Background: an optimization exercise with open tools, aiming at small area. Do not read the settings as production practice.
Function was checked by simulation only, so behaviour that the tests miss may differ from the original.
Power figures rest on the tool's default switching activity, not on a simulated workload.

## design.v

```verilog
`timescale 1ns / 1ps
module flexible_clock(input clk, input rst, output en_1h, output en_10h, output en_1k);
    reg [4:0] c26;       
    reg [11:0] c2500;    
    reg [3:0] c10;       
    wire c26_end = (c26 == 5'h09);
    wire c2500_end = (c2500 == 12'h206);
    wire c10_end = (c10 == 4'h9);
    assign en_1k = (c26 == 5'd0);
    assign en_10h = (c2500 == 12'd0);
    assign en_1h = en_10h && (c10 == 4'd0);
    always @ (posedge clk) begin
        if (rst) begin
            c26 <= 0;
            c2500 <= 0;
            c10 <= 0;
        end else begin
            c26 <= c26_end ? 5'd0 : {c26[3:0], ~(c26[4] ^ c26[2])};
            c2500 <= c2500_end ? 12'd0 : {c2500[10:0], ~(c2500[11] ^ c2500[5] ^ c2500[3] ^ c2500[0])};
            if (c2500_end) c10 <= c10_end ? 4'd0 : {c10[2:0], ~(c10[3] ^ c10[2])};
        end
    end
endmodule
`timescale 1ns / 1ps
module lsfr_32bit(input clk, input rst, input en, output reg [3:0] out);
    reg [31:0] tempOut;
    wire random = tempOut[31] ^ tempOut[21] ^ tempOut[1] ^ tempOut[0];
    wire [4:0] v = {out, 1'b0} + {4'd0, random} + (tempOut[31] ? 5'd7 : 5'd0);
    wire [4:0] v1 = (v >= 5'd22) ? v - 5'd22 : (v >= 5'd11) ? v - 5'd11 : v;
    always @ (posedge clk) begin
        if (rst) begin
            tempOut <= 1;
            out <= 1;
        end else if (en) begin
            tempOut <= {tempOut[30:0], random};
            out <= v1[3:0];
        end
    end
endmodule
`timescale 1ns / 1ps
module lfsr_12(
    input RST,
    input CLK,
    input EN,
    output reg [11:0] Q
    );
    always @ (posedge CLK) begin
        if (RST) begin
            Q <= 0;
        end
        else if (EN) begin
            Q <= { Q[10:6], ~(Q[5]^Q[11]), Q[4], ~(Q[3]^Q[11]), Q[2:0], Q[11] };
        end
    end
endmodule
`timescale 1ns / 1ps
module get_shot_result(
    input rng_rst,
    input en_10hz,
    input clk_25m,
    input [6:0] ball_x,
    output reg scored
    );
    wire [11:0] q;
    lfsr_12 ran_gen (rng_rst, clk_25m, en_10hz, q);
    wire [5:0] s = q[3:0] + q[7:4] + q[11:8];
    reg [2:0] m5;
    always @ (*) begin
        case (s)
            6'd0, 6'd5, 6'd10, 6'd15, 6'd20, 6'd25, 6'd30, 6'd35, 6'd40, 6'd45: m5 = 3'd0;
            6'd1, 6'd6, 6'd11, 6'd16, 6'd21, 6'd26, 6'd31, 6'd36, 6'd41: m5 = 3'd1;
            6'd2, 6'd7, 6'd12, 6'd17, 6'd22, 6'd27, 6'd32, 6'd37, 6'd42: m5 = 3'd2;
            6'd3, 6'd8, 6'd13, 6'd18, 6'd23, 6'd28, 6'd33, 6'd38, 6'd43: m5 = 3'd3;
            default: m5 = 3'd4;
        endcase
    end
    wire [3:0] r10 = (m5[0] == q[0]) ? {1'b0, m5} : {1'b0, m5} + 4'd5;
    reg [3:0] d10;
    always @ (*) begin
        if (ball_x >= 7'd120) d10 = 12;
        else if (ball_x >= 7'd110) d10 = 11;
        else if (ball_x >= 7'd100) d10 = 10;
        else if (ball_x >= 7'd90) d10 = 9;
        else if (ball_x >= 7'd80) d10 = 8;
        else if (ball_x >= 7'd70) d10 = 7;
        else if (ball_x >= 7'd60) d10 = 6;
        else if (ball_x >= 7'd50) d10 = 5;
        else if (ball_x >= 7'd40) d10 = 4;
        else if (ball_x >= 7'd30) d10 = 3;
        else if (ball_x >= 7'd20) d10 = 2;
        else if (ball_x >= 7'd10) d10 = 1;
        else d10 = 0;
    end
    always @ (posedge clk_25m) begin
        scored <= (d10 >= r10);
    end
endmodule
`timescale 1ns / 1ps
module left_right_toggler(
    input btnL,
    input btnR,
    input clk,
    input rst,
    input started,
    output reg [1:0] state
    );
    reg [32:0] debounce_counter;
    wire db_fb = debounce_counter[32] ^ debounce_counter[19] ^ (debounce_counter[31:0] == 32'd0);
    localparam [32:0] DB_2000 = 33'h0768b168;
    always @(posedge clk) begin
      if (rst) begin
        debounce_counter <= 0;
        state <= 0;
      end else begin
        if (btnL || btnR)
            debounce_counter <= {debounce_counter[31:0], db_fb};
        else
            debounce_counter <= 0;
        if (debounce_counter == DB_2000 && !started) begin
            if (btnL && state != 2'd0)
                state <= state - 2'd1;
            else if (btnR && state < 2'd2)
                state <= state + 2'd1;
        end
      end
    end
endmodule
`timescale 1ns / 1ps
module start_screen(
    input [6:0] x,
    input [5:0] y,
    input clk,
    input btnL,
    input btnR,
    input btnC,
    input reset,
    input rst,
    output reg [2:0] oled_data,
    output reg started,
    output reg [1:0] difficulty
    );
    localparam [2:0] black = 3'd0, white = 3'd1, orange = 3'd3, red = 3'd4, green = 3'd5, yellow = 3'd6;
    wire [1:0] difficulty_state;
    left_right_toggler difficulty_menu (.btnL(btnL),.btnR(btnR),.clk(clk),.rst(rst),.state(difficulty_state),.started(started));
    reg [32:0] debounce_counter;
    wire db_fb = debounce_counter[32] ^ debounce_counter[19] ^ (debounce_counter[31:0] == 32'd0);
    localparam [32:0] DB_2000 = 33'h0768b168;
    wire signed [8:0] sx = {2'b00, x};
    wire signed [8:0] sy = {3'b000, y};
    wire [6:0] adx = (x >= 7'd47) ? x - 7'd47 : 7'd47 - x;
    wire [5:0] ady = (y >= 6'd31) ? y - 6'd31 : 6'd31 - y;
    wire [6:0] u = (x < 7'd48) ? x : 7'd95 - x;
    reg circ;
    always @ (*) begin
        case (ady)
            6'd0, 6'd1: circ = (adx == 7'd8) || (u == 7'd20);
            6'd2, 6'd3: circ = (u == 7'd20);
            6'd4: circ = (adx == 7'd7);
            6'd5: circ = (adx == 7'd6);
            6'd6: circ = (adx == 7'd5) || (u == 7'd19);
            6'd7: circ = (adx == 7'd4);
            6'd8: circ = (adx <= 7'd1);
            6'd9: circ = (u == 7'd18);
            6'd12: circ = (u == 7'd16);
            6'd13: circ = (u == 7'd15);
            6'd14: circ = (u == 7'd14);
            6'd15: circ = (u == 7'd13);
            6'd16: circ = (u == 7'd12);
            6'd18: circ = (u == 7'd9);
            6'd19: circ = (u == 7'd6);
            6'd20: circ = (u <= 7'd3);
            default: circ = 1'b0;
        endcase
    end
    wire cline = (x == 7'd47) && y > 9 && y < 52;
    wire keys = (x > 0 && x < 10 && y > 22 && y < 24) || (x > 0 && x < 10 && y > 40 && y < 42) || (x > 8 && x < 11 && y > 22 && y < 42)
             || (x > 85 && x < 95 && y > 22 && y < 24) || (x > 85 && x < 95 && y > 40 && y < 42) || (x > 82 && x < 85 && y > 22 && y < 42);
    wire easy = (x > 30 && x < 37 && ((y > 50 && y < 52) || (y > 54 && y < 56) || (y > 58 && y < 60))) || (x > 30 && x < 33 && y > 50 && y < 60);
    wire signed [8:0] xmy = sx - sy;
    wire [7:0] xpy = x + y;
    wire mdm = (x > 42 && x < 45 && y > 50 && y < 60) || (xmy > -9'sd10 && xmy < -9'sd6 && x > 42 && x < 47)
               || (xpy > 100 && xpy < 104 && x > 47 && x < 52) || (x > 50 && x < 53 && y > 50 && y < 60);
    wire hard = (x > 58 && x < 61 && y > 50 && y < 60) || (x > 65 && x < 68 && y > 50 && y < 60) || (x > 58 && x < 68 && y > 54 && y < 56);
    wire sel = y > 60 && y < 63 && ((x > 30 && x < 37 && difficulty_state == 2'd0) || (x > 42 && x < 53 && difficulty_state == 2'd1)
                                   || (x > 58 && x < 68 && difficulty_state == 2'd2));
    always @ (posedge clk) difficulty <= difficulty_state;
    always @ (posedge clk) begin
      if (rst) begin
        oled_data <= black;
        started <= 0;
        debounce_counter <= 0;
      end else begin
        oled_data <= sel ? black : hard ? red : mdm ? yellow : easy ? green : (cline || circ || keys) ? white : orange;
        if (reset) started <= 0;
        if (started == 0) begin
            if (btnC)
                debounce_counter <= {debounce_counter[31:0], db_fb};
            else
                debounce_counter <= 0;
            if (debounce_counter == DB_2000)
                started <= 1;
        end
      end
    end
endmodule
`timescale 1ns / 1ps
module end_screen(
    input [6:0] x,
    input [5:0] y,
    input clk,
    input btnC,
    input win,
    input reset,
    input rst,
    output reg [2:0] oled_data,
    output reg restart
    );
    localparam [2:0] black = 3'd0, red = 3'd4, green = 3'd5, brown = 3'd7;
    reg [31:0] debounce;
    reg debounce_ge;
    wire db_fb = debounce[31] ^ debounce[21] ^ debounce[1] ^ debounce[0] ^ (debounce[30:0] == 31'd0);
    localparam [31:0] DB_1999 = 32'h91a947ae;    
    localparam [31:0] DB_LAST = 32'h80000000;    
    wire signed [9:0] sx = {3'b000, x};
    wire signed [9:0] sy = {4'b0000, y};
    wire signed [9:0] x2py = 2*sx + sy;
    wire signed [9:0] ym2x = sy - 2*sx;
    wire signed [9:0] ymx = sy - sx;
    wire signed [9:0] ypx = sy + sx;
    wire G = (x > 27 && x < 37 && y > 10 && y < 13) || (x > 27 && x < 30 && y > 10 && y < 20) || (x > 27 && x < 37 && y > 18 && y < 20)
          || (x > 34 && x < 37 && y > 15 && y < 20) || (x > 32 && x < 37 && y > 15 && y < 18);
    wire A = (x2py > 90 && x2py < 96 && x > 37 && x < 42) || (ym2x < -72 && ym2x > -76 && x >= 42 && x < 47)
          || (x > 37 && x < 47 && y > 13 && y < 15);
    wire M = (x > 47 && x < 50 && y > 10 && y < 20) || (x > 54 && x < 57 && y > 10 && y < 20)
          || (ymx < -35 && ymx > -39 && x > 47 && x < 52) || (ypx > 65 && ypx < 69 && x > 52 && x < 57);
    wire E1 = (x > 57 && x < 67 && y > 10 && y < 13) || (x > 57 && x < 60 && y > 10 && y < 20)
           || (x > 57 && x < 67 && y > 14 && y < 17) || (x > 57 && x < 67 && y > 18 && y < 20);
    wire O = (x > 27 && x < 36 && y > 21 && y < 23) || (x > 27 && x < 29 && y > 21 && y < 30)
          || (x > 27 && x < 36 && y > 27 && y < 30) || (x > 34 && x < 36 && y > 21 && y < 30);
    wire V = (ym2x > -54 && ym2x < -50 && x > 36 && x < 42) || (x2py > 112 && x2py < 116 && x > 41 && x < 46);
    wire E2 = (x > 48 && x < 57 && y > 21 && y < 24) || (x > 48 && x < 57 && y > 24 && y < 26)
           || (x > 48 && x < 57 && y > 28 && y < 30) || (x > 48 && x < 50 && y > 21 && y < 30);
    wire R = (x > 58 && x < 67 && y > 21 && y < 24) || (x > 58 && x < 60 && y > 21 && y < 30)
          || (x > 58 && x < 67 && y > 24 && y < 26) || (x > 65 && x < 67 && y > 21 && y < 26)
          || (ymx < -31 && ymx > -35 && x > 58 && x < 67);
    wire W = (ymx > 11 && ymx < 15 && x > 27 && x < 37) || (ypx > 85 && ypx < 89 && x > 37 && x < 47)
          || (ymx > -9 && ymx < -5 && x > 47 && x < 57) || (ypx > 105 && ypx < 109 && x > 57 && x < 67);
    wire L = (x > 45 && x < 49 && y > 40 && y < 50) || (x > 45 && x < 55 && y > 47 && y < 50);
    always @ (posedge clk) begin
        if (win && W) oled_data <= green;
        else if (!win && L) oled_data <= red;
        else if (G || A || M || E1 || O || V || E2 || R) oled_data <= black;
        else oled_data <= brown;
    end
    always @ (posedge clk) begin
      if (rst) begin
        restart <= 0;
        debounce <= 0;
        debounce_ge <= 0;
      end else begin
        if (reset) begin
            if (btnC) begin
                debounce <= {debounce[30:0], db_fb};
                if (debounce == DB_1999) debounce_ge <= 1;
                else if (debounce == DB_LAST) debounce_ge <= 0;
            end else begin
                debounce <= 0;
                debounce_ge <= 0;
            end
            if (debounce_ge) restart <= 1;
        end else restart <= 0;
      end
    end
endmodule
`timescale 1ns / 1ps
module score_tracker(
    input show_top_score,
    input clk_25Mhz_seg,
    input rst,
    input en,
    output [6:0] seg,
    output [3:0] an,
    input [5:0] score_player,
    input [5:0] score_ai
    );
    reg [5:0] highScore;
    reg [2:0] an_state;
    reg [3:0] seg_digit;
    reg [2:0] an_pos;
    wire [5:0] v;
    reg [3:0] v_tens;
    reg [5:0] v_units;
    always @ (*) begin
        if (v >= 6'd60) begin v_tens = 4'd6; v_units = v - 6'd60; end
        else if (v >= 6'd50) begin v_tens = 4'd5; v_units = v - 6'd50; end
        else if (v >= 6'd40) begin v_tens = 4'd4; v_units = v - 6'd40; end
        else if (v >= 6'd30) begin v_tens = 4'd3; v_units = v - 6'd30; end
        else if (v >= 6'd20) begin v_tens = 4'd2; v_units = v - 6'd20; end
        else if (v >= 6'd10) begin v_tens = 4'd1; v_units = v - 6'd10; end
        else begin v_tens = 4'd0; v_units = v; end
    end
    reg [6:0] seg_r;
    always @ (*) begin
        case (seg_digit)
            4'd0: seg_r = 7'b1000000;
            4'd1: seg_r = 7'b1111001;
            4'd2: seg_r = 7'b0100100;
            4'd3: seg_r = 7'b0110000;
            4'd4: seg_r = 7'b0011001;
            4'd5: seg_r = 7'b0010010;
            4'd6: seg_r = 7'b0000010;
            4'd7: seg_r = 7'b1111000;
            4'd8: seg_r = 7'b0000000;
            4'd9: seg_r = 7'b0010000;
            default: seg_r = 7'b1111111;
        endcase
    end
    assign seg = seg_r;
    wire top_digit = show_top_score ? (an_state == 3'd2 || an_state == 3'd1) : !an_state[2];
    assign v = show_top_score ? highScore : an_state[1] ? score_player : score_ai;
    wire tens = show_top_score ? an_state[1] : an_state[0];
    assign an = an_pos[2] ? 4'b1111 : ~(4'b0001 << an_pos[1:0]);
    always @ (posedge clk_25Mhz_seg) begin
      if (rst) begin
        seg_digit <= 4'd15;
        an_pos <= 3'd4;
        highScore <= 0;
        an_state <= 3;
      end else if (en) begin
        an_state <= an_state - 1;
        if (score_player > highScore) highScore <= score_player;
        if (top_digit) begin
            seg_digit <= tens ? v_tens : v_units[3:0];
            an_pos <= {1'b0, an_state[1:0]};
        end
      end
    end
endmodule
`timescale 1ns / 1ps
module display_bball_court(
    input [6:0] x,
    input [5:0] y,
    input clk,
    input rst,
    output reg [2:0] oled_data
    );
    localparam [2:0] black = 3'd0, white = 3'd1, blue = 3'd2, orange = 3'd3, red = 3'd4;
    always @ (posedge clk) begin
      begin
        if (x > 93 && y > 40 && y <= 60) oled_data <= white;
        else if (x > 93 && y > 30 && y <= 40) oled_data <= black;
        else if (x > 89 && y > 38 && y < 42) oled_data <= red;
        else if (y > 60) oled_data <= orange;
        else if (x < 2 && y > 40) oled_data <= white;
        else if (x < 2 && y > 30) oled_data <= black;
        else if (x < 6 && y > 38 && y < 42) oled_data <= red;
        else oled_data <= blue;
      end
    end
endmodule
`timescale 1ns / 1ps
module dunk_animation(
    input [6:0] x,
    input [5:0] y,
    input clk,
    input run,
    input rst,
    output reg [2:0] oled_data,
    output reg [1:0] animation_frame
    );
    localparam [2:0] black = 3'd0, white = 3'd1, blue = 3'd2, orange = 3'd3, red = 3'd4;
    reg [12:0] frame_rate_counter;
    wire wrap = (frame_rate_counter == 13'h6c1);
    wire [1:0] frame_next = run ? (wrap ? animation_frame + 2'd1 : animation_frame) : 2'd0;
    wire [1:0] f = run ? animation_frame : 2'd0;
    reg ball;
    always @ (*) begin
        case (f)
            2'd0: ball = x > 35 && x < 45 && y > 0 && y < 10;
            2'd1: ball = x > 35 && x < 45 && y > 10 && y < 20;
            2'd2: ball = x > 35 && x < 45 && y > 20 && y < 30;
            default: ball = x > 35 && x < 45 && y > 30 && y < 40;
        endcase
    end
    wire hoop_red = x > 30 && x < 50 && y > 20 && y < 25;
    wire hoop_black = (x > 50 && x < 53 && y > 0 && y < 22) || (x > 48 && x < 50 && y > 22 && y < 40)
                   || (x > 40 && x < 43 && y > 22 && y < 40) || (x > 30 && x < 33 && y > 22 && y < 40)
                   || (x > 30 && x < 53 && y > 28 && y < 30) || (x > 30 && x < 53 && y > 34 && y < 37);
    wire hoop_white = x > 50 && x < 53 && y > 22 && y < 63;
    always @ (posedge clk) begin
      begin
        frame_rate_counter <= (run && !wrap) ? {frame_rate_counter[11:0], ~(frame_rate_counter[12] ^ frame_rate_counter[3] ^ frame_rate_counter[2] ^ frame_rate_counter[0])} : 0;
        animation_frame <= frame_next;
        oled_data <= hoop_red ? red : hoop_black ? black : hoop_white ? white : ball ? orange : blue;
      end
    end
endmodule
`timescale 1ns / 1ps
module miss_animation(
    input [6:0] x,
    input [5:0] y,
    input clk,
    input run,
    input rst,
    output reg [2:0] oled_data,
    output reg [1:0] animation_frame
    );
    localparam [2:0] black = 3'd0, white = 3'd1, blue = 3'd2, orange = 3'd3, red = 3'd4;
    reg [13:0] frame_rate_counter;
    wire wrap = (frame_rate_counter == 14'h3ff3);
    wire [1:0] frame_next = run ? (wrap ? animation_frame + 2'd1 : animation_frame) : 2'd0;
    wire [1:0] f = frame_next;
    reg ball;
    always @ (*) begin
        case (f)
            2'd0: ball = x > 5 && x < 15 && y > 10 && y < 20;
            2'd1: ball = x > 15 && x < 25 && y > 0 && y < 10;
            2'd2: ball = x > 25 && x < 35 && y > 10 && y < 20;
            default: ball = x > 15 && x < 25 && y > 0 && y < 10;
        endcase
    end
    wire hoop_red = x > 30 && x < 50 && y > 20 && y < 25;
    wire hoop_black = (x > 50 && x < 53 && y > 0 && y < 22) || (x > 48 && x < 50 && y > 22 && y < 40)
                   || (x > 40 && x < 43 && y > 22 && y < 40) || (x > 30 && x < 33 && y > 22 && y < 40)
                   || (x > 30 && x < 53 && y > 28 && y < 30) || (x > 30 && x < 53 && y > 34 && y < 37);
    wire hoop_white = x > 50 && x < 53 && y > 22 && y < 63;
    always @ (posedge clk) begin
      begin
        frame_rate_counter <= (run && !wrap) ? {frame_rate_counter[12:0], ~(frame_rate_counter[13] ^ frame_rate_counter[4] ^ frame_rate_counter[2] ^ frame_rate_counter[0])} : 0;
        animation_frame <= frame_next;
        oled_data <= hoop_red ? red : hoop_black ? black : hoop_white ? white : ball ? orange : blue;
      end
    end
endmodule
`timescale 1ns / 1ps
module score_animation(
    input [6:0] x,
    input [5:0] y,
    input clk,
    input run,
    input rst,
    output reg [2:0] oled_data,
    output reg [1:0] animation_frame
    );
    localparam [2:0] black = 3'd0, white = 3'd1, blue = 3'd2, orange = 3'd3, red = 3'd4;
    reg [13:0] frame_rate_counter;
    wire wrap = (frame_rate_counter == 14'h3ff3);
    wire [1:0] frame_next = run ? (wrap ? animation_frame + 2'd1 : animation_frame) : 2'd0;
    wire [1:0] f = frame_next;
    reg ball;
    always @ (*) begin
        case (f)
            2'd0: ball = x > 15 && x < 25 && y > 10 && y < 20;
            2'd1: ball = x > 25 && x < 35 && y > 0 && y < 10;
            2'd2: ball = x > 35 && x < 45 && y > 10 && y < 20;
            default: ball = x > 35 && x < 45 && y > 30 && y < 40;
        endcase
    end
    wire hoop_red = x > 30 && x < 50 && y > 20 && y < 25;
    wire hoop_black = (x > 50 && x < 53 && y > 0 && y < 22) || (x > 48 && x < 50 && y > 22 && y < 40)
                   || (x > 40 && x < 43 && y > 22 && y < 40) || (x > 30 && x < 33 && y > 22 && y < 40)
                   || (x > 30 && x < 53 && y > 28 && y < 30) || (x > 30 && x < 53 && y > 34 && y < 37);
    wire hoop_white = x > 50 && x < 53 && y > 22 && y < 63;
    always @ (posedge clk) begin
      begin
        frame_rate_counter <= (run && !wrap) ? {frame_rate_counter[12:0], ~(frame_rate_counter[13] ^ frame_rate_counter[4] ^ frame_rate_counter[2] ^ frame_rate_counter[0])} : 0;
        animation_frame <= frame_next;
        oled_data <= hoop_red ? red : hoop_black ? black : hoop_white ? white : ball ? orange : blue;
      end
    end
endmodule
`timescale 1ns / 1ps
module player(
    input signed [7:0] dx,
    input signed [6:0] dy,
    input clk,
    input rst,
    output reg [1:0] oled_data
    );
    wire inx = dx >= 0 && dx <= 2;
    always @(posedge clk) begin
        if (rst) oled_data <= 2'd0;
        else if (inx && dy >= 0 && dy <= 2) oled_data <= 2'd1;
        else if (inx && dy >= 3 && dy <= 7) oled_data <= 2'd2;
    end
endmodule
`timescale 1ns / 1ps
module Top_Student (input clk, input rst, input btnC, btnU, btnL, btnR, btnD, input [12:0] pixel_index,
    output reg [15:0] pixel_data, output reg [9:0] led, output [6:0] seg, output [3:0] an);
    wire clk_25m = clk;
    wire en_1h;
    wire en_10h;
    wire en_1k;
    localparam [3:0] C_BLACK = 4'd0, C_ORANGE = 4'd11;
    reg [3:0] oled_data;
    always @ (*) begin
        case (oled_data)
            4'd0: pixel_data = 16'b00000_000000_00000;
            4'd1: pixel_data = 16'b11111_111111_11111;
            4'd2: pixel_data = 16'b00001_101011_11010;
            4'd3: pixel_data = 16'b11101_011110_00001;
            4'd4: pixel_data = 16'b11100_000111_00010;
            4'd5: pixel_data = 16'b00010_100101_00001;
            4'd6: pixel_data = 16'b11010_110110_00001;
            4'd7: pixel_data = 16'b10100_011001_00001;
            4'd8: pixel_data = 16'b11110_110101_10101;
            4'd9: pixel_data = 16'b00000_000000_11111;
            4'd10: pixel_data = 16'b00000_111111_00000;
            default: pixel_data = 16'b11111_100000_00000;
        endcase
    end
    wire [7:0] h = pixel_index[12:5];
    reg [5:0] row;
    reg [1:0] hm3;
    always @ (*) begin
        row = h / 3;
        hm3 = h - 3 * row;
    end
    wire [6:0] col = {hm3, pixel_index[4:0]};
    reg [5:0] game_timer;
    wire [2:0] start_screen_data;
    wire [2:0] end_screen_data;
    wire [2:0] bball_court_data;
    wire [2:0] scored_screen_data;
    wire [2:0] missed_screen_data;
    wire [2:0] dunked_screen_data;
    wire game_started;
    wire game_restart;
    wire [25:0] gravity = 90;
    wire [5:0] arc_max_height = (63 - 40);
    reg [10:0] player_speed;    
    wire ps_end = (player_speed == 11'h7ef);
    reg [6:0] ball_initial_grav;    
    reg [5:0] player_row;
    reg [5:0] player_row_cur;  
    reg [6:0] player_col;
    wire [5:0] hoop_height = (63 - 20);
    wire [6:0] hoop_width = 3;
    wire [5:0] player_jump_max_height = 20;
    reg [4:0] player_curr_jump;
    wire [3:0] player_height = 8;
    wire [1:0] player_width = 2;
    reg [5:0] player_hand_row;
    wire [1:0] ball_height = 1;
    wire [1:0] ball_width = 1;
    reg [6:0] ball_col;
    reg [5:0] ball_posvert_difference;
    reg [5:0] ball_negvert_difference;
    reg [6:0] initial_ball_col;
    reg [6:0] initial_ball_row;
    reg [5:0] ball_posvert_counter;
    reg [11:0] ball_row;
    reg [6:0] distance_to_basket;
    reg is_shot;
    reg playerHasBall;
    reg player_is_jumping;
    reg [25:0] player_jump_speed;
    reg [4:0] player_grav;          
    reg [7:0] ball_grav;            
    wire [11:0] player_grav_v = 12'd10 + player_grav * 7'd90;
    wire [14:0] ball_grav_v = 15'd1 + ball_grav * 7'd90;
    reg player_direction;  
    reg playerHasScored;
    wire playerHasScoredTemp;
    wire [1:0] aiState;
    wire [1:0] diffLevel;
    wire [6:0] shootingRange;
    wire [6:0] defendRange;
    wire [6:0] attackRange;
    wire [6:0] aggressiveness;
    wire isAggressive;
    wire canSteal;
    wire [2:0] stealChance;
    reg aiHasBall, isLooseBall, reset, canScore;
    reg aiDirection;  
    reg [6:0] aiLeft;
    wire [6:0] aiRight = aiLeft + 7'd2;    
    reg [5:0] aiTop;
    wire [5:0] aiBottom = aiTop + 6'd8;    
    reg [6:0] aiDistanceToBasket;
    reg aiShotBall;
    wire aiHasScored;
    reg aiIsJumping;
    reg aiShotResult;
    wire [5:0] aiMaxJumpHeight;
    reg [5:0] aiCurrHeight;
    reg [25:0] aiJumpSpeed;
    reg [25:0] aiGrav;
    reg [31:0] counter;
    wire [3:0] randomCounter;
    wire [31:0] aiSpeed;
    wire [31:0] boost;
    parameter defending = 2'b00;
    parameter attacking = 2'b01;
    parameter shooting = 2'b10;
    parameter waiting = 2'b11;
    parameter easy = 2'b00;
    parameter normal = 2'b01;
    parameter hard = 2'b10;
    parameter left = 1;
    parameter right = 0;
    reg [31:0] ballSpeed;
    reg [5:0] aiScore;
    reg [5:0] playerScore;
    reg outcome;  
    reg game_end;
    reg resetGame;
    reg isDunkAni;
    reg isShootAni;
    reg isMissAni;
    wire [1:0] dunkFrame;
    wire [1:0] missFrame;
    wire [1:0] shootFrame;
    wire [1:0] player_data;
    wire [1:0] ai_data;
    wire [3:0] player_code = {|player_data, 2'b00, player_data[1]};    
    wire [3:0] ai_code = {|ai_data, 1'b0, ai_data[1], 1'b0};            
    reg playerShotResult;
    reg playerShotPos_gt85;    
    flexible_clock time_base (.clk(clk), .rst(rst), .en_1h(en_1h), .en_10h(en_10h), .en_1k(en_1k));
    lsfr_32bit ai_rng_unit (.clk(clk), .rst(rst), .en(en_1h), .out(randomCounter));
    start_screen start_unit (.x(col), .y(row), .clk(clk), .rst(rst), .btnL(btnL), .btnR(btnR), .btnC(btnD), .oled_data(start_screen_data),
                             .started(game_started), .difficulty(diffLevel), .reset(resetGame));
    end_screen end_unit (.x(col), .y(row), .clk(clk), .rst(rst), .btnC(btnD), .win(outcome), .oled_data(end_screen_data), .restart(game_restart), .reset(game_end));
    score_tracker score_tracker_unit (.show_top_score(!game_started), .clk_25Mhz_seg(clk), .rst(rst), .en(en_1k), .seg(seg[6:0]), .an(an), .score_player(playerScore), .score_ai(aiScore));
    get_shot_result score_unit (.rng_rst(rst), .en_10hz(en_10h), .clk_25m(clk), .ball_x(player_col), .scored(playerHasScoredTemp));
    display_bball_court bball_court (.x(col), .y(row), .clk(clk), .rst(rst), .oled_data(bball_court_data));
    dunk_animation dunk (.x(col), .y(row), .clk(clk), .rst(rst), .run(isDunkAni), .oled_data(dunked_screen_data), .animation_frame(dunkFrame));
    miss_animation miss (.x(col), .y(row), .clk(clk), .rst(rst), .run(isMissAni), .oled_data(missed_screen_data), .animation_frame(missFrame));
    score_animation score (.x(col), .y(row), .clk(clk), .rst(rst), .run(isShootAni), .oled_data(scored_screen_data), .animation_frame(shootFrame));
    player player_unit (.dx(dc_p), .dy(dr_p), .clk(clk), .rst(rst), .oled_data(player_data));
    player ai_unit (.dx(dc_a), .dy(dr_a), .clk(clk), .rst(rst), .oled_data(ai_data));
    wire signed [7:0] dc_p = $signed({1'b0, col}) - $signed({1'b0, player_col});
    wire signed [6:0] dr_p = $signed({1'b0, row}) - $signed({1'b0, player_row});
    wire signed [6:0] dr_h = $signed({1'b0, row}) - $signed({1'b0, player_hand_row});
    wire signed [7:0] dc_a = $signed({1'b0, col}) - $signed({1'b0, aiLeft});
    wire signed [6:0] dr_a = $signed({1'b0, row}) - $signed({1'b0, aiTop});
    wire signed [7:0] dc_ar = $signed({1'b0, col}) - $signed({1'b0, aiRight});
    wire signed [7:0] dc_b = $signed({1'b0, col}) - $signed({1'b0, ball_col});
    wire signed [12:0] dr_b = $signed({7'd0, row}) - $signed({1'b0, ball_row});
    wire in_player = dr_p >= 0 && dr_p <= 8 && dc_p >= 0 && dc_p <= 2;
    wire in_hand_r = dr_h >= 0 && dr_h <= 1 && dc_p >= 2 && dc_p <= 3;
    wire in_hand_l = dr_h >= 0 && dr_h <= 1 && dc_p >= -1 && dc_p <= 0;
    wire in_ball = dr_b >= 0 && dr_b <= 1 && dc_b >= 0 && dc_b <= 1;                     
    wire ai_rows = aiTop <= 6'd55 && dr_a >= 0 && dr_a <= 8;                              
    wire in_ai = ai_rows && aiLeft <= 7'd125 && dc_a >= 0 && dc_a <= 2;                    
    wire in_ai_wide = ai_rows && aiLeft >= 7'd1 && aiLeft <= 7'd125 && dc_a >= -1 && dc_a <= 3;
    wire ai_hand_rows = dr_a >= 2 && dr_a <= 3;
    wire in_ai_hand_l = ai_hand_rows && aiLeft >= 7'd1 && dc_a >= -1 && dc_a <= 0;
    wire in_ai_hand_r = ai_hand_rows && dc_ar >= 0 && dc_ar <= 1;
    wire signed [9:0] p_bound = $signed({3'd0, distance_to_basket[6:1]}) + $signed({3'd0, initial_ball_col}) + $signed({4'd0, ball_negvert_difference[5:1]}) - $signed({4'd0, ball_posvert_difference[5:1]});
    wire p_up = p_bound[9] || ($signed({3'd0, ball_col}) < p_bound);
    wire signed [9:0] a_bound = $signed({4'd0, aiDistanceToBasket[6:1]}) - $signed({4'd0, ball_negvert_difference[5:1]}) + $signed({4'd0, ball_posvert_difference[5:1]});
    wire a_up = !a_bound[9] && ($signed({3'd0, ball_col}) > a_bound);
    wire cnt_hi = |counter[31:11];
    wire [10:0] cnt_lo = counter[10:0];
    wire ai_move_def = cnt_hi || (diffLevel == 2'd1 ? cnt_lo >= 11'd1033 : diffLevel == 2'd2 ? cnt_lo >= 11'd833 : cnt_lo >= 11'd1233);
    wire ai_move_att = cnt_hi || (diffLevel == 2'd1 ? (isAggressive ? cnt_lo >= 11'd983 : cnt_lo >= 11'd1033) :
                                  diffLevel == 2'd2 ? (isAggressive ? cnt_lo >= 11'd733 : cnt_lo >= 11'd833) : cnt_lo >= 11'd1233);
    wire ai_shoot_cond = (diffLevel == 2'd1 ? aiLeft <= 7'd50 : diffLevel == 2'd2 ? aiLeft <= 7'd55 : aiLeft <= 7'd40)
                         && (aiLeft < 7'd2 || {1'b0, player_col} + 8'd4 < {1'b0, aiLeft});
    wire ai_dunk_cond = (diffLevel == 2'd1 ? aiLeft <= 7'd15 : diffLevel == 2'd2 ? aiLeft <= 7'd17 : aiLeft <= 7'd12);
    reg led_off, led0_clr;
    wire [25:0] aiGrav_step = aiGrav + (aiIsJumping ? 26'd90 : -26'd90);
    wire ball_up = aiShotBall ? a_up : p_up;
    wire [11:0] ball_row_step = ball_row + (ball_up ? 12'hfff : 12'd1);
    always @ (posedge clk) begin
      if (rst) begin
        game_timer <= 59;
        led_off <= 1;
        led0_clr <= 0;
      end else if (en_1h) begin
        led_off <= 0;
        if (!game_started) begin
            game_timer <= 59;
            led0_clr <= 0;
        end
        else begin
            if (game_timer == 0) led0_clr <= 1;
            if (game_timer > 0) begin
                game_timer <= game_timer - 1;
            end
        end
      end
    end
    always @ (*) begin
        led[0] = !led_off && !led0_clr;
        led[1] = !led_off && game_timer >= 6'd1;
        led[2] = !led_off && game_timer >= 6'd2;
        led[3] = !led_off && game_timer >= 6'd3;
        led[4] = !led_off && game_timer >= 6'd4;
        led[5] = !led_off && game_timer >= 6'd5;
        led[6] = !led_off && game_timer >= 6'd6;
        led[7] = !led_off && game_timer >= 6'd7;
        led[8] = !led_off && game_timer >= 6'd8;
        led[9] = !led_off && game_timer >= 6'd9;
    end
    always @ (posedge clk) player_hand_row <= player_row + 2;
    always @ (posedge clk_25m) begin
      player_row_cur = player_row;
      if (rst) begin
        player_speed <= 0;
        ball_initial_grav <= 0;
        player_row <= 52;
        player_col <= 15;
        player_curr_jump <= 0;
        ball_col <= 0;
        ball_posvert_difference <= 0;
        ball_negvert_difference <= 0;
        initial_ball_col <= 0;
        initial_ball_row <= 0;
        ball_posvert_counter <= 0;
        ball_row <= 0;
        distance_to_basket <= 0;
        is_shot <= 0;
        playerHasBall <= 1;
        player_is_jumping <= 0;
        player_jump_speed <= 0;
        player_grav <= 0;
        ball_grav <= 0;
        player_direction <= 0;
        aiLeft <= 90;
        aiTop <= 52;
        aiDistanceToBasket <= 0;
        aiShotBall <= 0;
        aiIsJumping <= 0;
        aiShotResult <= 0;
        aiCurrHeight <= 0;
        aiJumpSpeed <= 0;
        aiGrav <= 0;
        counter <= 0;
        ballSpeed <= 0;
        aiScore <= 0;
        playerScore <= 0;
        outcome <= 0;
        game_end <= 0;
        resetGame <= 0;
        isDunkAni <= 0;
        isShootAni <= 0;
        isMissAni <= 0;
        playerShotResult <= 0;
        playerShotPos_gt85 <= 0;
        playerHasScored <= 0;
        aiHasBall <= 0;
        isLooseBall <= 0;
        reset <= 0;
        canScore <= 0;
        aiDirection <= 0;
        oled_data <= 0;
      end else begin
        counter <= counter + 1;
        player_jump_speed <= (player_jump_speed == {14'd0, player_grav_v}) ? 0 : player_jump_speed + 1;
        ballSpeed <= (ballSpeed == {17'd0, ball_grav_v}) ? 0 : ballSpeed + 1;
        aiJumpSpeed <= (aiJumpSpeed == 10 + aiGrav) ? 0 : aiJumpSpeed + 1;
        player_speed <= ps_end ? 11'd0 : {player_speed[9:0], ~(player_speed[10] ^ player_speed[8])};
        if (~game_started && ~game_end) begin
            oled_data <= {1'b0, start_screen_data};
            resetGame <= 0;
            aiScore <= 0;
            playerScore <= 0;
            reset <= 1;
            playerHasBall <= 1;
            is_shot <= 0;
            aiIsJumping <= 0;
            aiShotBall <= 0;
            aiHasBall <= 0;
            isLooseBall <= 0;
            aiShotResult <= 0;
            ball_grav <= 0;
            player_grav <= 0;
            aiGrav <= 0;
            distance_to_basket <= 0;
            ball_posvert_counter <= 0;
            ball_negvert_difference <= 0;
            ball_posvert_difference <= 0;
            ball_initial_grav <= 0;
            playerShotResult <= 0;
        end
        else if (game_started && !game_end) begin
            if (game_timer == 0 && !is_shot && !aiShotBall && !aiCurrHeight && !player_curr_jump && !aiIsJumping && !player_is_jumping) begin
                outcome <= aiScore > playerScore ? 0 : 1;
                game_end <= 1;
            end
            if (reset) begin
                reset <= 0;
                aiLeft <= 90;
                player_col <= 15;
                isLooseBall <= 0;
                isDunkAni <= 0;
                isShootAni <= 0;
                isMissAni <= 0;
                canScore <= 0;
                aiShotResult <= 0;
                playerShotResult <= 0;
                player_row <= 52;
            end
            if (!reset) begin
                oled_data <= {1'b0, bball_court_data};
                if (in_player) begin
                    oled_data <= player_code;
                end    
                if (in_hand_r && player_direction == 0 && playerHasBall) begin
                    ball_col <= player_col + player_width;
                    initial_ball_col <= ball_col;
                    ball_row <= player_hand_row;
                    initial_ball_row <= ball_row;
                    distance_to_basket <= (95 - ball_col);
                    oled_data <= C_ORANGE;
                end
                else if (in_hand_l && player_direction == 1 && playerHasBall) begin
                    ball_col <= player_col + player_width;
                    initial_ball_col <= ball_col;
                    ball_row <= player_hand_row;
                    initial_ball_row <= ball_row;
                    distance_to_basket <= (95 - ball_col);            
                    oled_data <= C_ORANGE;
                end
                else if (is_shot && in_ball) begin
                    oled_data <= C_ORANGE;
                end
                if (btnR && btnL) begin
                end
                else if (ps_end && btnR) begin
                    player_col <= (player_col + player_width + ball_width == 95) ? 92 : player_col + 1;
                    player_direction <= 0;
                end
                else if (ps_end && btnL) begin
                    player_col <= (player_col - ball_width == 0) ? 1 : player_col - 1;
                    player_direction <= 1;
                end
                if (btnU && player_curr_jump == 0) begin
                    player_is_jumping <= 1;
                end
                if (player_is_jumping) begin
                    if (player_jump_speed == 0) begin
                        player_grav <= player_grav + 5'd1;
                        player_curr_jump <= player_curr_jump + 1;
                        player_row <= (player_row == 0) ? 0 : player_row - 1;
                    end     
                    if (player_curr_jump == player_jump_max_height) begin
                        player_is_jumping <= 0;
                    end
                end
                else if (player_jump_speed == 0 && ~player_is_jumping) begin
                    player_grav <= (player_grav == 0) ? 5'd0 : player_grav - 5'd1;
                    player_row_cur = (player_row + player_height == 60) ? 52 : player_row + 1;
                    player_row <= player_row_cur;
                    if (player_row_cur == 52) begin
                        player_curr_jump <= 0;
                        player_grav <= 0;
                    end
                end
                if (btnC && playerHasBall) begin
                    is_shot <= 1;
                    if (playerHasScoredTemp) begin
                        playerHasScored <= 1;
                        playerShotPos_gt85 <= (player_col + 7'd2) > 7'd85;
                    end else begin
                        playerHasScored <= 0;
                    end
                    playerHasBall <= 0;
                    isLooseBall <= 1;
                    aiHasBall <= 0;
                end
                if (is_shot) begin
                    if (ballSpeed == 0) begin
                        ball_posvert_difference <= (initial_ball_row < hoop_height) ? hoop_height - initial_ball_row : 0;
                        ball_initial_grav <= (initial_ball_row < 7'd43) ? {6'd43 - initial_ball_row[5:0], 1'b0} : 7'd0;
                        ball_negvert_difference <= (initial_ball_row > hoop_height) ? initial_ball_row - hoop_height : 0;
                        if (p_up) begin
                            ball_grav <= ball_initial_grav + ball_posvert_counter;
                            ball_posvert_counter <= ball_posvert_counter + 1;
                            ball_row <= ball_row_step;
                        end
                        else begin
                            ball_grav <= (ball_grav == 0) ? 8'd0 : ball_grav - 8'd1;
                            ball_row <= ball_row_step;                
                        end
                    end
                    if (ps_end) begin
                        ball_col <= (ball_col + ball_width >= 92) ? 92 : ball_col + 1;
                    end
                    if (ball_col >= 92) begin
                        if (playerShotResult == 0) begin
                            playerShotResult <= 1;
                            if (playerHasScored) begin
                                if (playerShotPos_gt85) isDunkAni <= 1;
                                else isShootAni <= 1;
                            end else isMissAni <= 1;
                        end
                        if (dunkFrame == 3 || shootFrame == 3 || missFrame == 3) begin
                            if (dunkFrame == 3 || shootFrame == 3) playerScore <= playerScore + 1;
                            playerHasBall <= 0;
                            aiHasBall <= 1;
                            is_shot <= 0;
                            ball_grav <= 0;
                            ball_posvert_counter <= 0;
                            isLooseBall <= 0;
                            reset <= 1;
                            isDunkAni <= 0;
                            isMissAni <= 0;
                            isShootAni <= 0;
                            playerShotResult <= 0;
                            playerHasScored <= 0;
                            if (game_timer == 0) begin
                                outcome <= aiScore > playerScore ? 0 : 1;
                                game_end <= 1;
                            end
                        end
                    end
                end
                if (~playerHasBall && ~is_shot && ~aiShotBall && btnD && player_row_cur + player_height >= ball_row && player_row_cur <= ball_row + ball_height && player_col <= ball_col + ball_width && player_col + player_width >= ball_col) begin
                    playerHasBall <= 1;
                    aiHasBall <= 0;
                end
                if (aiState == defending) begin
                    if (ai_move_def) begin  
                        counter <= 0;
                        if ((aiLeft < player_col + defendRange && aiRight < 95)) begin  
                            aiLeft <= aiLeft + 1;
                            aiDirection <= right;
                        end else if ((aiLeft > player_col + player_width + defendRange && aiRight > 48) || (player_direction == left && player_col + player_width < 30)) begin
                            aiLeft <= aiLeft - 1;
                            aiDirection <= left;
                        end
                    end
                    if (in_ai) begin  
                        oled_data <= ai_code;
                    end
                    if (canSteal && (aiLeft <= player_col + player_width && aiLeft >= player_col || aiRight <= player_col + player_width && aiRight >= player_col) &&
                        aiTop <= ball_row)  
                    begin
                        playerHasBall <= 0;
                        aiHasBall <= 1;
                    end
                end else if (aiState == attacking) begin
                    if (in_ai_wide) begin  
                        if (in_ai) oled_data <= ai_code;
                        if (aiDirection == left && in_ai_hand_l && ~aiShotBall) begin
                            ball_col <= aiLeft - 1;
                            ball_row <= aiTop + 2;
                            initial_ball_col <= ball_col;
                            aiDistanceToBasket <= ball_col;
                            initial_ball_row <= ball_row;
                            oled_data <= C_ORANGE;
                        end else if (aiDirection == right && in_ai_hand_r && ~aiShotBall) begin
                            ball_col <= aiRight;
                            ball_row <= aiTop + 2;
                            initial_ball_col <= ball_col;
                            aiDistanceToBasket <= ball_col;
                            initial_ball_row <= ball_row;                            
                            oled_data <= C_ORANGE;
                        end
                    end
                    if (ai_move_att) begin  
                        counter <= 0;
                        if (aiLeft < player_col + player_width + attackRange || aiLeft > 80 || player_col + player_width <= 50 || isAggressive) begin
                            aiLeft <= aiLeft - 1;
                            aiDirection <= left;
                        end else begin
                            aiLeft <= aiLeft + 1;
                            aiDirection <= right;
                        end
                    end
                    if (ai_shoot_cond && !isAggressive) begin  
                        canScore <= 1;
                        aiIsJumping <= 1;
                    end
                    else if (ai_dunk_cond) begin
                        canScore <= 1;
                    end
                end else if (aiState == shooting) begin
                    if (ai_dunk_cond) begin  
                        if (aiShotResult == 0) begin
                            aiShotResult <= 1;
                            if (aiHasScored) begin
                                aiScore <= aiScore + 1;
                                isDunkAni <= 1;
                            end else begin
                                isMissAni <= 1;
                            end
                        end
                        if (isDunkAni) oled_data <= {1'b0, dunked_screen_data};
                        else if (isMissAni) oled_data <= {1'b0, missed_screen_data};
                        if (dunkFrame == 3 || missFrame == 3) begin
                            canScore <= 0;
                            playerHasBall <= 1;
                            aiHasBall <= 0;
                            reset <= 1;
                            isDunkAni <= 0;
                            isMissAni <= 0;
                            aiShotResult <= 0;
                            if (game_timer == 0) begin
                                outcome <= aiScore > playerScore ? 0 : 1;
                                game_end <= 1;
                            end
                        end
                    end else begin  
                        if (in_ai) oled_data <= ai_code;
                        if (in_ball) oled_data <= C_ORANGE;
                    end
                end else if (aiState == waiting) begin
                    if (in_ai) oled_data <= ai_code;  
                end
                if (aiIsJumping) begin
                    if (aiJumpSpeed == 0) begin
                        aiGrav <= aiGrav_step;
                        aiTop <= aiTop - 1;
                        ball_row <= aiTop + 2;
                        initial_ball_row <= ball_row;                            
                        ball_col <= aiLeft - 1;
                        aiDistanceToBasket <= ball_col;
                        aiCurrHeight <= aiCurrHeight + 1;
                    end
                    if (aiCurrHeight == aiMaxJumpHeight) begin
                        aiIsJumping <= 0;
                        if (aiHasBall) begin
                            aiShotBall <= 1;
                        end
                    end
                end else if (aiJumpSpeed == 0 && ~aiIsJumping) begin
                    aiGrav <= (aiGrav == 26'd0) ? 26'd0 : aiGrav_step;
                    if (aiTop < 52) begin
                        aiTop <= aiTop + 1;
                    end else begin
                        aiGrav <= 0;
                        aiCurrHeight <= 0;
                    end
                end
                if (aiShotBall) begin
                    if (ballSpeed == 0) begin
                        ball_posvert_difference <= (initial_ball_row < hoop_height) ? hoop_height - initial_ball_row : 0;
                        ball_initial_grav <= (initial_ball_row < 7'd43) ? {6'd43 - initial_ball_row[5:0], 1'b0} : 7'd0;
                        ball_negvert_difference <= (initial_ball_row > hoop_height) ? initial_ball_row - hoop_height : 0;
                        if (a_up) begin
                            ball_grav <= ball_initial_grav + ball_posvert_counter;
                            ball_posvert_counter <= ball_posvert_counter + 1;
                            ball_row <= ball_row_step;
                        end
                        else begin
                            ball_grav <= (ball_grav == 0) ? 8'd0 : ball_grav - 8'd1;
                            ball_row <= ball_row_step;                
                        end
                    end
                    if (ps_end) begin
                        ball_col <= (ball_col == 0) ? 0 : ball_col - 1;
                    end                
                        if (ball_col <= 3) begin
                            if (aiShotResult == 0) begin
                                aiShotResult <= 1;
                                if (aiHasScored) begin
                                    aiScore <= aiScore + 1;
                                    isShootAni <= 1;
                                end else begin
                                    isMissAni <= 1;
                                end
                            end
                            if (shootFrame == 3 || missFrame == 3) begin
                                playerHasBall <= 1;
                                aiHasBall <= 0;
                                aiShotBall <= 0;
                                canScore <= 0;
                                ball_grav <= 0;
                                ball_posvert_counter <= 0;                                
                                reset <= 1;
                                isShootAni <= 0;
                                isMissAni <= 0;
                                aiShotResult <= 0;
                                if (game_timer == 0) begin
                                    outcome <= aiScore > playerScore ? 0 : 1;
                                    game_end <= 1;
                                end
                            end
                        end
                    if (isShootAni) oled_data <= {1'b0, scored_screen_data};
                    else if (isMissAni) oled_data <= {1'b0, missed_screen_data};
                end
                if (is_shot) begin
                    if (isShootAni) oled_data <= {1'b0, scored_screen_data};
                    else if (isDunkAni) oled_data <= {1'b0, dunked_screen_data};
                    else if (isMissAni) oled_data <= {1'b0, missed_screen_data};
                end
            end
        end
        else if (game_end) begin
            oled_data <= {1'b0, end_screen_data};
            if (game_restart) begin
                resetGame <= 1;
                game_end <= 0;
            end
        end
      end
    end
    assign shootingRange = diffLevel == easy ? 40 : diffLevel == normal ? 50 : diffLevel == hard ? 55 : 40;
    assign defendRange = diffLevel == easy ? 7 : diffLevel == normal ? 3 : diffLevel == hard ? 1 : 8;
    assign attackRange = diffLevel == easy ? 8 : diffLevel == normal ? 5 : diffLevel == hard ? 3 : 8;
    assign aiHasScored = canScore ? diffLevel == easy ? randomCounter <= 3 : diffLevel == normal ? randomCounter <= 6 :
                         diffLevel == hard ? randomCounter <= 9 : 0 : 0;
    assign aggressiveness = diffLevel == easy ? 0 : diffLevel == normal ? 3 : diffLevel == hard ? 6 : 0;
    assign isAggressive = diffLevel == easy ? 0 : randomCounter <= aggressiveness ? 1 : 0;
    assign stealChance = diffLevel == easy ? 0 : diffLevel == normal ? 3 : diffLevel == hard ? 6 : 0;
    assign canSteal = diffLevel == easy ? 0 : randomCounter <= stealChance ? 1 : 0;
    assign boost = diffLevel == easy ? 0 : diffLevel == normal ? 50 : diffLevel == hard ? 100 : 0;
    assign aiMaxJumpHeight = diffLevel == easy ? 15 : diffLevel == normal ? 18 : diffLevel == hard ? 22 : 15;
    assign aiSpeed = diffLevel == easy ? 1233 : diffLevel == normal ? 1033 : diffLevel == hard ? 833 : 1233;
    assign aiState = playerHasBall ? defending : aiHasBall ? canScore ? shooting : attacking : isLooseBall ? waiting : defending;
endmodule
```

## standard.sh

```bash
#!/bin/bash
# synth_recipe.tcl (not shown) runs the flow's synth.tcl, then flattens the netlist and writes it again
# the make line also repeats each setting of config.mk as NAME=value (left out here)
make -C /OpenROAD-flow-scripts/flow DESIGN_CONFIG=/design/flow/config.mk WORK_HOME=/design/flow/orfs CLKGATE_MAP_FILE= SYNTH_SCRIPT=/design/flow/synth_recipe.tcl "${@:-finish}"
```

## constraint.sdc

```tcl
create_clock -name core_clock -period 35.0 [get_ports {clk}]
set_input_delay 7.0000 -clock core_clock [delete_from_list [all_inputs] [get_ports {clk}]]
set_output_delay 7.0000 -clock core_clock [all_outputs]
set_load 0.01 [all_outputs]
```

## flow/reopt.ys.in

```
read_liberty -ignore_miss_func @LIB@
read_verilog @IN@
hierarchy -top Top_Student
setattr -mod -set keep_hierarchy 1 @SEQ@
flatten
opt -full
abc -liberty @LIB@ @DU@ -script +strash;&get,-n;&fraig,-x;&put;scorr;dc2;strash;&get,-n;&deepsyn,-T,300,-S,@SEED@;&put;&get,-n;&dch,-f;&nf,-R,1000;&put
opt_clean -purge
hilomap -singleton -hicell sky130_fd_sc_hd__conb_1 HI -locell sky130_fd_sc_hd__conb_1 LO
splitnets
insbuf -buf sky130_fd_sc_hd__buf_4 A X
opt_clean -purge
stat -liberty @LIB@
select Top_Student
write_verilog -noattr -noexpr -nohex -nodec -selected @OUT@
```

## flow/run.sh

```bash
#!/bin/bash
# Own layout flow: the standard synthesis, then the combinational logic
# between the registers is re-mapped with a stronger ABC script (registers,
# their names and cell types are kept as the standard synthesis made them),
# then the standard layout from the re-mapped netlist.
set -euo pipefail
W=$(pwd)
P=${FLOW_PLATFORM:-sky130hd}
R=$W/orfs/results/$P/Top_Student/base
L=$W/orfs/logs/$P/Top_Student/base
LIB=$FLOW_HOME/platforms/$P/lib/sky130_fd_sc_hd__tt_025C_1v80.lib
YOSYS=$FLOW_HOME/../tools/install/yosys/bin/yosys
[ -x "$YOSYS" ] || YOSYS=yosys

bash standard.sh synth > std_synth.log 2>&1

cp $R/1_2_yosys.v $W/std_1_2_yosys.v
DU=$(grep -o -- "-dont_use [A-Za-z0-9_]*" $L/1_2_yosys.log | sort -u | tr '\n' ' ')
SEQ=$(grep -o "sky130_fd_sc_hd__[a-z0-9_]*" $W/std_1_2_yosys.v | sort -u | grep -E "__(df|ed|sd|dl|conb)" | tr '\n' ' ')

# three ABC runs with different seeds for its deepsyn step; the smallest is kept
for S in 1 2 3; do
  sed -e "s#@LIB@#$LIB#g" -e "s#@DU@#$DU#g" -e "s#@SEQ@#$SEQ#g" -e "s#@IN@#$W/std_1_2_yosys.v#g" \
      -e "s#@OUT@#$W/reopt_$S.v#g" -e "s#@SEED@#$S#g" $W/flow/reopt.ys.in > $W/reopt_$S.ys
  $YOSYS -l $W/reopt_$S.log $W/reopt_$S.ys > /dev/null 2>&1 &
done
wait
BEST=""; BESTA=""
for S in 1 2 3; do
  A=$(grep "Chip area for top module" $W/reopt_$S.log | tail -1 | awk '{print $NF}')
  [ -n "$A" ] && [ -s $W/reopt_$S.v ] || continue
  if [ -z "$BEST" ] || awk "BEGIN{exit !($A < $BESTA)}"; then BEST=$S; BESTA=$A; fi
done
echo "kept ABC run $BEST, area $BESTA" > $W/reopt_choice.log
cp $W/reopt_$BEST.v $R/1_2_yosys.v
rm -f $R/1_synth.odb $R/1_synth.sdc
# every port still gets a buffer (buffer_ports in global placement), the
# smallest one, which is plenty for these ports at this clock period
bash standard.sh finish "BUFFER_PORTS_ARGS=-buffer_cell sky130_fd_sc_hd__buf_1" > std_finish.log 2>&1
```

## config.mk

```make
export PLATFORM = sky130hd
export DESIGN_NAME = Top_Student
export DESIGN_NICKNAME = Top_Student
export VERILOG_FILES = /design/flow/design.v
export SDC_FILE = /design/flow/constraint.sdc
export NUM_CORES = 4
export LEC_CHECK = 0
export CAP_MARGIN = 20
export CORE_MARGIN = 2
export CORE_UTILIZATION = 75
export CTS_CLUSTER_DIAMETER = 80
export CTS_CLUSTER_SIZE = 30
export GPL_TIMING_DRIVEN = 0
export SLEW_MARGIN = 20
```

==> results of run 1 <==
==> worst paths after layout <==
path | start | to | slack, ns | cells after the start
min reg2reg | start_unit.difficulty_menu.state[1]$_SDFFE_PP0P_ | start_unit.difficulty[1]$_DFF_P_ | 0.42 | 0
min | start_unit.difficulty_menu.state[1]$_SDFFE_PP0P_ | start_unit.difficulty[1]$_DFF_P_ | 0.42 | 0
max reg2reg | ball_negvert_difference[1]$_SDFFE_PP0P_ | ball_row[10]$_SDFFE_PP0P_ | 28.43 | 26
max | pixel_index[9] | ball_row[3]$_SDFFE_PP0P_ | 18.43 | 28
==> per-layer routing <==
layer | share of wire | vias up | track usage
li1 | - | 15200 | -
met1 | 0.39 | 15200 | 0.536
met2 | 0.45 | 2073 | 0.671
met3 | 0.10 | 447 | 0.0742
met4 | 0.054 | 2 | 0.197
met5 | 0.00017 | - | 0
==> metrics by stage <==
step / area (um2) / utilization / cells / setup WS (ns)
final: 34100 / 0.814 / 4700 / 18.43
after detailed placement: 33000 / 0.789 / 4654 / 18.54
after global placement: 32600 / 0.780 / 4636 / 15.83
after CTS: 34100 / 0.814 / 4699 / 19.16
after global routing: 34100 / 0.814 / 4700 / 18.15
after floorplan: 31700 / - / 4041 / 20.74
==> flip-flops by register name, indices dropped and copies added (netlist names), 8 cells and up <==
signal / flops
end_unit.debounce: 32
counter: 32
aiGrav: 25
ballSpeed: 32
ball_grav: 8
ai_rng_unit.tempOut: 32
player_jump_speed: 26
dunk.frame_rate_counter: 13
miss.frame_rate_counter: 14
start_unit.debounce_counter: 33
time_base.c2500: 12
score.frame_rate_counter: 14
ball_row: 12
player_speed: 11
aiJumpSpeed: 26
start_unit.difficulty_menu.debounce_counter: 33
score_unit.ran_gen.Q: 12
==> worst max-delay path, cell delays in order <==
cell and delay [ns]:
buf_1 0.73, o21ai_0 0.64, nand2_1 0.25, and2_0 0.74
nand2_1 0.17, mux2i_1 0.83, a21oi_1 0.22, a211oi_1 0.36
a21boi_0 0.63, a21oi_4 0.12, buf_16 0.21, nand2_1 0.23
nand2_1 0.33, xnor2_1 0.97, xnor2_1 0.23, nor4b_1 0.74
nor2_1 0.14, nor2_1 0.18, and3_1 0.20, and2_0 0.16
nor2_1 0.15, and2_0 0.49, o21ai_0 0.45, nor2_1 0.20
nor2_1 0.42, a21oi_1 0.11, nand2_1 0.10, nand3_1 0.07
==> power by group <==
group / switching (mW) / internal (mW) / leakage (nW)
Combinational: 0.127 / 0.0626 / 7.07
Clock: 0.235 / 0.183 / 0.486
Sequential: 0.0144 / 0.675 / 4.72
Total: 0.376 / 0.920 / 12.3
==> area by class of cell <==
type | count | share of cell area
well taps | 539 | 0.0198
clock inverters | 13 | 0.00709
repair buffers | 75 | 0.0153
inverters | 106 | 0.0117
clock buffers | 32 | 0.0225
flip-flops and latches | 584 | 0.343
multi-input cells | 3351 | 0.580
==> summary.txt, run 1 <==
status=complete, no violations; peak supply drop=65.9 uV; Ports=57; postcts setup bufs=0; diode count=0; commonest non-fill, non-tap cell in the layout=dfxtp_1; overall power=1.30 mW; grt total ovfl=0; RSZ-0062 raised after global routing=no; power density cells=38.1 mW/mm2; endpoints failing hold=0; footprint of the multi-input gates=a little under 0.02 mm2; global-route wire length before repair=152,000 um; RePlAce Congestion=1.04; root buffer cell=clkbuf_16; CTS buffer count=28; CP max FO=23; CTS tree=done; most frequent cells in the layout=dfxtp_1 (583), nor2_1 (474), nand2_1 (383); crit path time final=16.58 ns; fmax=60.3 MHz; Port Buffers=56; initial core utilization=0.759; initial drt markers=4,776; DIE WIDTH=around 210 um; FF/Latch Area=0.0117 mm2; # resized after CTS=0; via count=32,900; DR WL/cell=20.2 um; Crit Path Category=in -> reg; Max clock buf depth=3; Clock Latency Late Sink=between 0.6 and 0.7 ns; Yosys Warn Count=14; CP Data Required Time=about 36 ns; Slew Viols, Final=0; fillcell total=2,739; Setup TNS Final=0 ns; Slew HR=0.205; clk_skew=0.0254 ns; Final period util=0.474; worst hold path type=reg -> reg; DRC viols=0; cell area after synthesis=around 0.032 mm2; HPWL Detailed=66,500 um; largest net degree at the start of global routing=38; P_leak=12.3 nW; drt total wl=94,700 um; # nets final=~4,200; area delta synth->final=7.29%; Max Cap Violations=0; Fin Hold WS=0.419 ns; number of setup violations in the final report=0; Die ar.=about 0.044 mm2; Die Height=210 um; Critical Path End Type=register; Rows=75; Vias/cell=7.00; TritonCTS Sinks=about 580; layout cells sized above 1=0.0221; GRT Util Overall=0.413; crit start category=input port; antenna-violating nets left=0; Mapped Nets=4,061; vias in the first global route=roughly 30,000; CTS H-tree lvls=1; initial antenna violation count=1; Synth Instances=4,041; CTS Hold Bufs=0; syn avg cell area=7.86 um2; Core Footprint=0.0419 mm2; CP arrival=~17 ns; Clock transition at path regs=0.11 ns; actual slew at the worst max-slew pin=1.19 ns; drt first pass iters=11
==> run 2: changes to the inputs <==
--- a/config.mk
+++ b/config.mk
@@ -9,5 +9,5 @@
 export CORE_MARGIN = 2
-export CORE_UTILIZATION = 75
-export CTS_CLUSTER_DIAMETER = 80
-export CTS_CLUSTER_SIZE = 30
+export CORE_UTILIZATION = 60
+export CTS_CLUSTER_DIAMETER = 100
+export CTS_CLUSTER_SIZE = 25
 export GPL_TIMING_DRIVEN = 0
==> run 2 against run 1 <==
Still clean on timing, DRC and antenna. Synthesized cell count unchanged. Non-clock buffer count rose by 1. Global-route usage is 9.2 points lower. Core utilization shrank 16 points. Clock power shrank 6.2%. First-iteration DRC count down 37%. Critical endpoint unchanged. Largest cell class unchanged.
==> summary.txt, run 2 <==
CTS buffer count=30; drt first pass iters=8; crit start category=input port; Max clock buf depth=3; P_leak=about 12 nW; Setup TNS Final=0 ns; Synth Instances=4,041; footprint of the multi-input gates=0.0198 mm2; Vias/cell=between 6 and 7; Largest regs=start_unit.debounce_counter (33), start_unit.difficulty_menu.debounce_counter (33); syn avg cell area=~7.9 um2; area delta synth->final=7.67%; worst flop-to-flop path endpoint=ball_row[10]$_SDFFE_PP0P_; Clock Latency Late Sink=0.62 ns; GRT Util Overall=0.321; CP arrival=16.68 ns; initial core utilization=0.605; dpl ws=18.60 ns; Mapped Nets=4,061; # nets final=4,169; Slew HR=0.186; combinational share of power=0.147; Max Cap Violations=0; Core Util, Final=0.652; grt total ovfl=0; root buffer cell=clkbuf_16; CTS Hold Bufs=0; overall power=1.27 mW; Ports=57; antenna-violating nets left=0; endpoints failing hold=0; postcts setup bufs=0; peak supply drop=~48 uV; Rows=84; Psw=0.364 mW; crit path time final=16.16 ns; Slew Viols, Final=0; # resized after CTS=0; Worst Hold Launch=time_base.c26[1]$_SDFF_PP0_; initial drt markers=around 3,000; RSZ-0062 raised after global routing=no; CTS H-tree lvls=1; Critical Path End Type=register; R2R cell count=25; sw frac=0.287; hold endpoint=time_base.c26[2]$_SDFF_PP0_; Clk pwr share=0.309; internal power=0.902 mW; Core Footprint=0.0524 mm2; WHS Path Cells=2; Die Height=234 um; drt total wl=90,700 um; worst hold path type=reg -> reg; Worst R2R Start=ball_posvert_difference[3]$_SDFFE_PP0P_; DIE WIDTH=234 um; number of setup violations in the final report=0; status=complete, no violations; DR WL/cell=about 19 um; placed insts=4,804; CP Data Required Time=35.52 ns; Crit Path Category=in -> reg; fillcell total=4,701; DRC viols=0; most frequent cells in the layout=dfxtp_1 (582), nor2_1 (474), nand2_1 (383); clk_skew=0.0176 ns; commonest non-fill, non-tap cell in the layout=dfxtp_1; actual slew at the worst max-slew pin=1.19 ns; layout cells sized above 1=0.0224; Clock transition at path regs=0.10 ns; Yosys Warn Count=14; Final period util=0.462; FF/Latch Area=0.0117 mm2; R2R setup slack=about 29 ns; global-route wire length before repair=~140,000 um; CP max FO=18; sequential share of power=0.543; CTS tree=done; power density cells=37.0 mW/mm2; fmax=slightly above 60 MHz; final worst slack=18.84 ns; Die ar.=approximately 0.055 mm2; Final Non-Filler Cells=4,848; via count=30,900; HPWL Detailed=65,600 um; cell area after synthesis=roughly 0.032 mm2; RePlAce Congestion=0.989; largest net degree at the start of global routing=38; vias in the first global route=roughly 27,000; Port Buffers=56; TritonCTS Sinks=between 500 and 600; initial antenna violation count=1
run 2: metrics by stage:
stage               cell area (um2)  hold slack (ns)
detailed placement            33300            0.442
global placement              32800            0.429
finish                        34200            0.452
floorplan                     31700            0.378
global route                  34200            0.471
CTS                           34200            0.458
run 2: power groups by stage:
stage | Combinational (mW) | Clock (mW) | Sequential [mW]
finish | 0.187 | 0.392 | 0.688
global route | 0.204 | 0.423 | 0.690
CTS | 0.181 | 0.400 | 0.688
detailed placement | 0.180 | 0 | 0.703
global placement | 0.173 | 0 | 0.703
floorplan | 0.122 | 0 | 0.699
run 2: area by class of cell:
type                       instances  area share
clock inverter                    10     0.00322
inverter                         106      0.0116
antenna                            1   0.0000732
tap                              688      0.0252
sequential                       584       0.342
clock buffer                      32      0.0228
timing repair buffer              76      0.0157
multi-input combinational       3351       0.579
run 2: worst max path at each step:
stage / start / endpoint / slack [ns] / cells after the start
6_report: pixel_index[9] / ball_row[3]$_SDFFE_PP0P_ / 18.84 / 26
5_1_grt: pixel_index[9] / ball_row[3]$_SDFFE_PP0P_ / 18.57 / 26
4_1_cts: pixel_index[9] / ball_row[3]$_SDFFE_PP0P_ / 19.23 / 27
3_5_place_dp: pixel_index[9] / ball_row[3]$_SDFFE_PP0P_ / 18.60 / 27
3_3_place_gp: pixel_index[9] / ball_row[3]$_SDFFE_PP0P_ / 15.23 / 26
2_1_floorplan: pixel_index[11] / ball_row[0]$_SDFFE_PP0P_ / 20.74 / 26
run 2: per-layer routing:
metal,wire length [um],GRT usage,vias to the layer above,part of all wire
met4,3210,0.113,2,0.035
met1,39900,0.440,14400,0.44
met5,14,0,-,0.00015
li1,-,-,15100,-
met2,40600,0.520,1177,0.45
met3,7070,0.0417,187,0.078
run 2: worst max-delay path: stages:
cell	delay [ns]
buf_1	0.76
nand2_1	0.25
nand2_1	0.38
and2_0	0.73
nand2_1	0.18
mux2i_2	0.71
a21oi_1	0.21
a211oi_1	0.38
a21boi_0	0.61
o21ai_2	0.15
buf_6	0.21
nand2_1	0.29
nand3_1	0.14
and3_1	0.27
a211oi_4	0.60
xnor2_1	0.18
xnor2_1	0.23
nand4_1	0.16
o311ai_0	0.79
nand3_1	0.57
a31oi_2	0.87
nor4_1	0.28
nor2_1	0.43
a21oi_1	0.12
nand2_1	0.10
nand3_1	0.06

-- afterwards: timing with drivers on the ports --
No port has a modelled driver above. Below, the same layouts with a new extraction and two added sets of constraints.
Step 1 sets driving cells, clkbuf_16 on the clock port and buf_2 on the other inputs (assumed; they add their load-dependent delay and slew).
Step 2 also shifts input and output timing later by t, the mid clock arrival at the registers, as if the neighbouring blocks saw the same clock.
a / b / c = ideal ports / drivers / drivers and shift; a / b = the first two.
| run | t, ns | setup slack, ns | worst slew at a driven data input, ns | pins driven straight from the clock port |
|---|---|---|---|---|
| run 1 | 0.663 | 18.425 / 18.458 / 17.794 | 0.07 | 1 |
| run 2 | 0.673 | 18.840 / 18.872 / 18.199 | 0.08 | 1 |
After both steps setup and hold are still met in every run listed. For run 2, which loses most, drivers alone change the setup slack by +0.032 ns; drivers and shift together by -0.641 ns.
